What follows belongs to an exercise in optimizing a design on an open flow for small area, a short achievable clock period and few clock cycles per item; a production flow would make more cautious choices. RTL that was checked went through simulation tests only; none was proved equivalent to the original.

==> flow/design.v <==
module bubbleSort #(
    parameter SIZE_DATA = 16,
    parameter NUM_VALS  = 8
)(
    input  logic                         i_clk,
    input  logic                         i_rst_n,
    input  logic                         i_start,
    input  logic [NUM_VALS-1:0][SIZE_DATA-1:0]    i_data,
    output logic [NUM_VALS-1:0][SIZE_DATA-1:0]    o_data,
    output logic                         o_done
);
    function automatic logic gt(input logic [SIZE_DATA-1:0] a, input logic [SIZE_DATA-1:0] b);
        logic c;
        c = 1'b0;
        for (int i = 0; i < SIZE_DATA; i++)
            c = (a[i] & ~b[i]) | (a[i] & c) | (~b[i] & c);
        gt = c;
    endfunction
    logic [2:0] valid;
    always_ff @(posedge i_clk or negedge i_rst_n) begin
        if (!i_rst_n)
            valid <= '0;
        else
            valid <= {valid[1:0], i_start};
    end
    assign o_done = valid[2];
    logic s1_02;
    assign s1_02 = gt(i_data[0], i_data[2]);
    logic s1_13;
    assign s1_13 = gt(i_data[1], i_data[3]);
    logic s1_46;
    assign s1_46 = gt(i_data[4], i_data[6]);
    logic s1_57;
    assign s1_57 = gt(i_data[5], i_data[7]);
    logic [SIZE_DATA-1:0] r0_0;
    logic [SIZE_DATA-1:0] r0_1;
    logic [SIZE_DATA-1:0] r0_2;
    logic [SIZE_DATA-1:0] r0_3;
    logic [SIZE_DATA-1:0] r0_4;
    logic [SIZE_DATA-1:0] r0_5;
    logic [SIZE_DATA-1:0] r0_6;
    logic [SIZE_DATA-1:0] r0_7;
    logic [3:0] r0_sel;
    always_ff @(posedge i_clk) begin
        r0_0 <= i_data[0];
        r0_1 <= i_data[1];
        r0_2 <= i_data[2];
        r0_3 <= i_data[3];
        r0_4 <= i_data[4];
        r0_5 <= i_data[5];
        r0_6 <= i_data[6];
        r0_7 <= i_data[7];
        r0_sel <= {s1_57, s1_46, s1_13, s1_02};
    end
    logic [SIZE_DATA-1:0] k1_0;
    logic [SIZE_DATA-1:0] k1_2;
    assign k1_0 = r0_sel[0] ? r0_2 : r0_0;
    assign k1_2 = r0_sel[0] ? r0_0 : r0_2;
    logic [SIZE_DATA-1:0] k1_1;
    logic [SIZE_DATA-1:0] k1_3;
    assign k1_1 = r0_sel[1] ? r0_3 : r0_1;
    assign k1_3 = r0_sel[1] ? r0_1 : r0_3;
    logic [SIZE_DATA-1:0] k1_4;
    logic [SIZE_DATA-1:0] k1_6;
    assign k1_4 = r0_sel[2] ? r0_6 : r0_4;
    assign k1_6 = r0_sel[2] ? r0_4 : r0_6;
    logic [SIZE_DATA-1:0] k1_5;
    logic [SIZE_DATA-1:0] k1_7;
    assign k1_5 = r0_sel[3] ? r0_7 : r0_5;
    assign k1_7 = r0_sel[3] ? r0_5 : r0_7;
    logic s2_04;
    assign s2_04 = gt(k1_0, k1_4);
    logic s2_15;
    assign s2_15 = gt(k1_1, k1_5);
    logic s2_26;
    assign s2_26 = gt(k1_2, k1_6);
    logic s2_37;
    assign s2_37 = gt(k1_3, k1_7);
    logic [SIZE_DATA-1:0] k2_0;
    logic [SIZE_DATA-1:0] k2_4;
    assign k2_0 = s2_04 ? k1_4 : k1_0;
    assign k2_4 = s2_04 ? k1_0 : k1_4;
    logic [SIZE_DATA-1:0] k2_1;
    logic [SIZE_DATA-1:0] k2_5;
    assign k2_1 = s2_15 ? k1_5 : k1_1;
    assign k2_5 = s2_15 ? k1_1 : k1_5;
    logic [SIZE_DATA-1:0] k2_2;
    logic [SIZE_DATA-1:0] k2_6;
    assign k2_2 = s2_26 ? k1_6 : k1_2;
    assign k2_6 = s2_26 ? k1_2 : k1_6;
    logic [SIZE_DATA-1:0] k2_3;
    logic [SIZE_DATA-1:0] k2_7;
    assign k2_3 = s2_37 ? k1_7 : k1_3;
    assign k2_7 = s2_37 ? k1_3 : k1_7;
    logic s3_01;
    assign s3_01 = gt(k2_0, k2_1);
    logic s3_23;
    assign s3_23 = gt(k2_2, k2_3);
    logic s3_45;
    assign s3_45 = gt(k2_4, k2_5);
    logic s3_67;
    assign s3_67 = gt(k2_6, k2_7);
    logic [SIZE_DATA-1:0] k3_0;
    logic [SIZE_DATA-1:0] k3_1;
    assign k3_0 = s3_01 ? k2_1 : k2_0;
    assign k3_1 = s3_01 ? k2_0 : k2_1;
    logic [SIZE_DATA-1:0] k3_2;
    logic [SIZE_DATA-1:0] k3_3;
    assign k3_2 = s3_23 ? k2_3 : k2_2;
    assign k3_3 = s3_23 ? k2_2 : k2_3;
    logic [SIZE_DATA-1:0] k3_4;
    logic [SIZE_DATA-1:0] k3_5;
    assign k3_4 = s3_45 ? k2_5 : k2_4;
    assign k3_5 = s3_45 ? k2_4 : k2_5;
    logic [SIZE_DATA-1:0] k3_6;
    logic [SIZE_DATA-1:0] k3_7;
    assign k3_6 = s3_67 ? k2_7 : k2_6;
    assign k3_7 = s3_67 ? k2_6 : k2_7;
    logic [SIZE_DATA-1:0] r1_0;
    logic [SIZE_DATA-1:0] r1_1;
    logic [SIZE_DATA-1:0] r1_2;
    logic [SIZE_DATA-1:0] r1_3;
    logic [SIZE_DATA-1:0] r1_4;
    logic [SIZE_DATA-1:0] r1_5;
    logic [SIZE_DATA-1:0] r1_6;
    logic [SIZE_DATA-1:0] r1_7;
    always_ff @(posedge i_clk) begin
        r1_0 <= k3_0;
        r1_1 <= k3_1;
        r1_2 <= k3_2;
        r1_3 <= k3_3;
        r1_4 <= k3_4;
        r1_5 <= k3_5;
        r1_6 <= k3_6;
        r1_7 <= k3_7;
    end
    logic s4_24;
    assign s4_24 = gt(r1_2, r1_4);
    logic s4_35;
    assign s4_35 = gt(r1_3, r1_5);
    logic [SIZE_DATA-1:0] k4_2;
    logic [SIZE_DATA-1:0] k4_4;
    assign k4_2 = s4_24 ? r1_4 : r1_2;
    assign k4_4 = s4_24 ? r1_2 : r1_4;
    logic [SIZE_DATA-1:0] k4_3;
    logic [SIZE_DATA-1:0] k4_5;
    assign k4_3 = s4_35 ? r1_5 : r1_3;
    assign k4_5 = s4_35 ? r1_3 : r1_5;
    logic s5_14;
    assign s5_14 = gt(r1_1, k4_4);
    logic s5_36;
    assign s5_36 = gt(k4_3, r1_6);
    logic [SIZE_DATA-1:0] k5_1;
    logic [SIZE_DATA-1:0] k5_4;
    assign k5_1 = s5_14 ? k4_4 : r1_1;
    assign k5_4 = s5_14 ? r1_1 : k4_4;
    logic [SIZE_DATA-1:0] k5_3;
    logic [SIZE_DATA-1:0] k5_6;
    assign k5_3 = s5_36 ? r1_6 : k4_3;
    assign k5_6 = s5_36 ? k4_3 : r1_6;
    logic s6_12;
    assign s6_12 = gt(k5_1, k4_2);
    logic s6_34;
    assign s6_34 = gt(k5_3, k5_4);
    logic s6_56;
    assign s6_56 = gt(k4_5, k5_6);
    logic [SIZE_DATA-1:0] r2_0;
    logic [SIZE_DATA-1:0] r2_1;
    logic [SIZE_DATA-1:0] r2_2;
    logic [SIZE_DATA-1:0] r2_3;
    logic [SIZE_DATA-1:0] r2_4;
    logic [SIZE_DATA-1:0] r2_5;
    logic [SIZE_DATA-1:0] r2_6;
    logic [SIZE_DATA-1:0] r2_7;
    logic [2:0] r2_sel;
    always_ff @(posedge i_clk) begin
        r2_0 <= r1_0;
        r2_1 <= k5_1;
        r2_2 <= k4_2;
        r2_3 <= k5_3;
        r2_4 <= k5_4;
        r2_5 <= k4_5;
        r2_6 <= k5_6;
        r2_7 <= r1_7;
        r2_sel <= {s6_56, s6_34, s6_12};
    end
    logic [SIZE_DATA-1:0] k6_1;
    logic [SIZE_DATA-1:0] k6_2;
    assign k6_1 = r2_sel[0] ? r2_2 : r2_1;
    assign k6_2 = r2_sel[0] ? r2_1 : r2_2;
    logic [SIZE_DATA-1:0] k6_3;
    logic [SIZE_DATA-1:0] k6_4;
    assign k6_3 = r2_sel[1] ? r2_4 : r2_3;
    assign k6_4 = r2_sel[1] ? r2_3 : r2_4;
    logic [SIZE_DATA-1:0] k6_5;
    logic [SIZE_DATA-1:0] k6_6;
    assign k6_5 = r2_sel[2] ? r2_6 : r2_5;
    assign k6_6 = r2_sel[2] ? r2_5 : r2_6;
    assign o_data[0] = r2_0;
    assign o_data[1] = k6_1;
    assign o_data[2] = k6_2;
    assign o_data[3] = k6_3;
    assign o_data[4] = k6_4;
    assign o_data[5] = k6_5;
    assign o_data[6] = k6_6;
    assign o_data[7] = r2_7;
endmodule
clock: 15.0 ns
lec_check: 0
abc_area: 1
cap_margin: 50
core_margin: 2
core_utilization: 40
slew_margin: 50
standard.sh (not shown) runs the stock make flow with config.mk's settings and CLKGATE_MAP_FILE= SYNTH_SCRIPT=/design/flow/synth_recipe.tcl, a recipe that flattens the netlist after the stock synthesis.
==> flow/flow/run.sh <==
#!/bin/bash
# Layout flow: the standard ORFS flow (standard.sh) with these changes:
#  - synthesis maps the logic with flow/abc.script instead of ORFS's
#    abc_area.script; everything else in synth_recipe.tcl, including the
#    register mapping, is unchanged;
#  - the make variables in flow/make_vars.txt (one VAR=value per line) are
#    added to the make command line, e.g. a larger SETUP_SLACK_MARGIN so
#    repair_timing sizes and buffers the critical paths.
# Each tool's log stays in orfs/logs/; the make output goes to standard_custom.log.
set -euo pipefail
HERE=$(pwd)
cp "$FLOW_HOME/scripts/synth.tcl" synth_abc.tcl
sed -i "s|^source \$::env(SCRIPTS_DIR)/synth_preamble.tcl|&\nset abc_args [lreplace \$abc_args 1 1 $HERE/flow/abc.script]|" synth_abc.tcl
sed "s|\$::env(SCRIPTS_DIR)/synth.tcl|$HERE/synth_abc.tcl|" synth_recipe.tcl > synth_recipe_abc.tcl
EXTRA=""
while IFS= read -r line; do
  [[ -z "$line" || "$line" == \#* ]] && continue
  EXTRA="$EXTRA '$line'"
done < flow/make_vars.txt
sed -e "s|SYNTH_SCRIPT=[^ ]*|SYNTH_SCRIPT=$HERE/synth_recipe_abc.tcl|" \
    -e "s|\"\${@:-finish}\"|$EXTRA &|" standard.sh > standard_custom.sh
bash standard_custom.sh > standard_custom.log 2>&1
==> flow/flow/abc.script <==
strash
dch
map -B 0.9
topo
stime -c
buffer -c
upsize -c
dnsize -c
==> flow/flow/make_vars.txt <==
SETUP_SLACK_MARGIN=11
BUFFER_PORTS_ARGS=-buffer_cell sky130_fd_sc_hd__buf_2
Testbench counts at the start, summed over its fixed seeds: cycles 2,072, sets 2,048.
Rerun with:
--- a/flow/design.v
+++ b/flow/design.v
@@ -7,17 +7,32 @@
     input  logic                         i_start,
     input  logic [NUM_VALS-1:0][SIZE_DATA-1:0]    i_data,
     output logic [NUM_VALS-1:0][SIZE_DATA-1:0]    o_data,
     output logic                         o_done
 );
     function automatic logic gt(input logic [SIZE_DATA-1:0] a, input logic [SIZE_DATA-1:0] b);
-        logic c;
-        c = 1'b0;
-        for (int i = 0; i < SIZE_DATA; i++)
-            c = (a[i] & ~b[i]) | (a[i] & c) | (~b[i] & c);
-        gt = c;
+        logic [SIZE_DATA-1:0] g, e;
+        g = a & ~b;
+        e = ~(a ^ b);
+        for (int i = 0; i < 8; i++) begin
+            g[i] = g[2*i+1] | (e[2*i+1] & g[2*i]);
+            e[i] = e[2*i+1] & e[2*i];
+        end
+        for (int i = 0; i < 4; i++) begin
+            g[i] = g[2*i+1] | (e[2*i+1] & g[2*i]);
+            e[i] = e[2*i+1] & e[2*i];
+        end
+        for (int i = 0; i < 2; i++) begin
+            g[i] = g[2*i+1] | (e[2*i+1] & g[2*i]);
+            e[i] = e[2*i+1] & e[2*i];
+        end
+        for (int i = 0; i < 1; i++) begin
+            g[i] = g[2*i+1] | (e[2*i+1] & g[2*i]);
+            e[i] = e[2*i+1] & e[2*i];
+        end
+        gt = g[0];
     endfunction
     logic [2:0] valid;
     always_ff @(posedge i_clk or negedge i_rst_n) begin
         if (!i_rst_n)
             valid <= '0;
         else
Final cell count falls by a few percent. Worst hold slack is about the same. Global-route usage came out lower by 2.8 points. Sequential share of layout area drops by 2.7 points. Utilization increases by 3.9 points. Area after synthesis increases by a few percent. Design area climbs by roughly a tenth. Setup slack improves by 0.35 ns. Wire length increases by a few percent.
The RTL of the second run of this note was laid out without a check of its function.

separate check: timing with driven ports:
How much do the figures lean on ideal ports? The routed layouts below were timed once more, with nothing changed but the port constraints.
Step 1 assumes that a clkbuf_16 drives the clock port and a buf_2 every other input.
Step 2 also shifts input and output timing later by t, the mid clock arrival at the registers, as if the neighbouring blocks saw the same clock.
Slacks: no drivers / after step 1 / after step 2; pairs: no drivers / after step 1.
| run | t, ns | slack for setup (ns) | hold WS [ns] | worst setup path at the end | pins driven straight from the clock port |
|---|---|---|---|---|---|
| the first run | 0.631 | 10.140 / 10.140 / 9.966 | 0.319 / 0.319 / 0.319 | input to register | 1 |
| the second run | 0.642 | 10.488 / 10.438 / 10.455 | 0.319 / 0.319 / 0.319 | input to register | 1 |
After both steps every run listed still meets setup and hold. The setup slack of the first run, which loses most, moves by 0.000 ns with the drivers and by -0.174 ns with both steps.
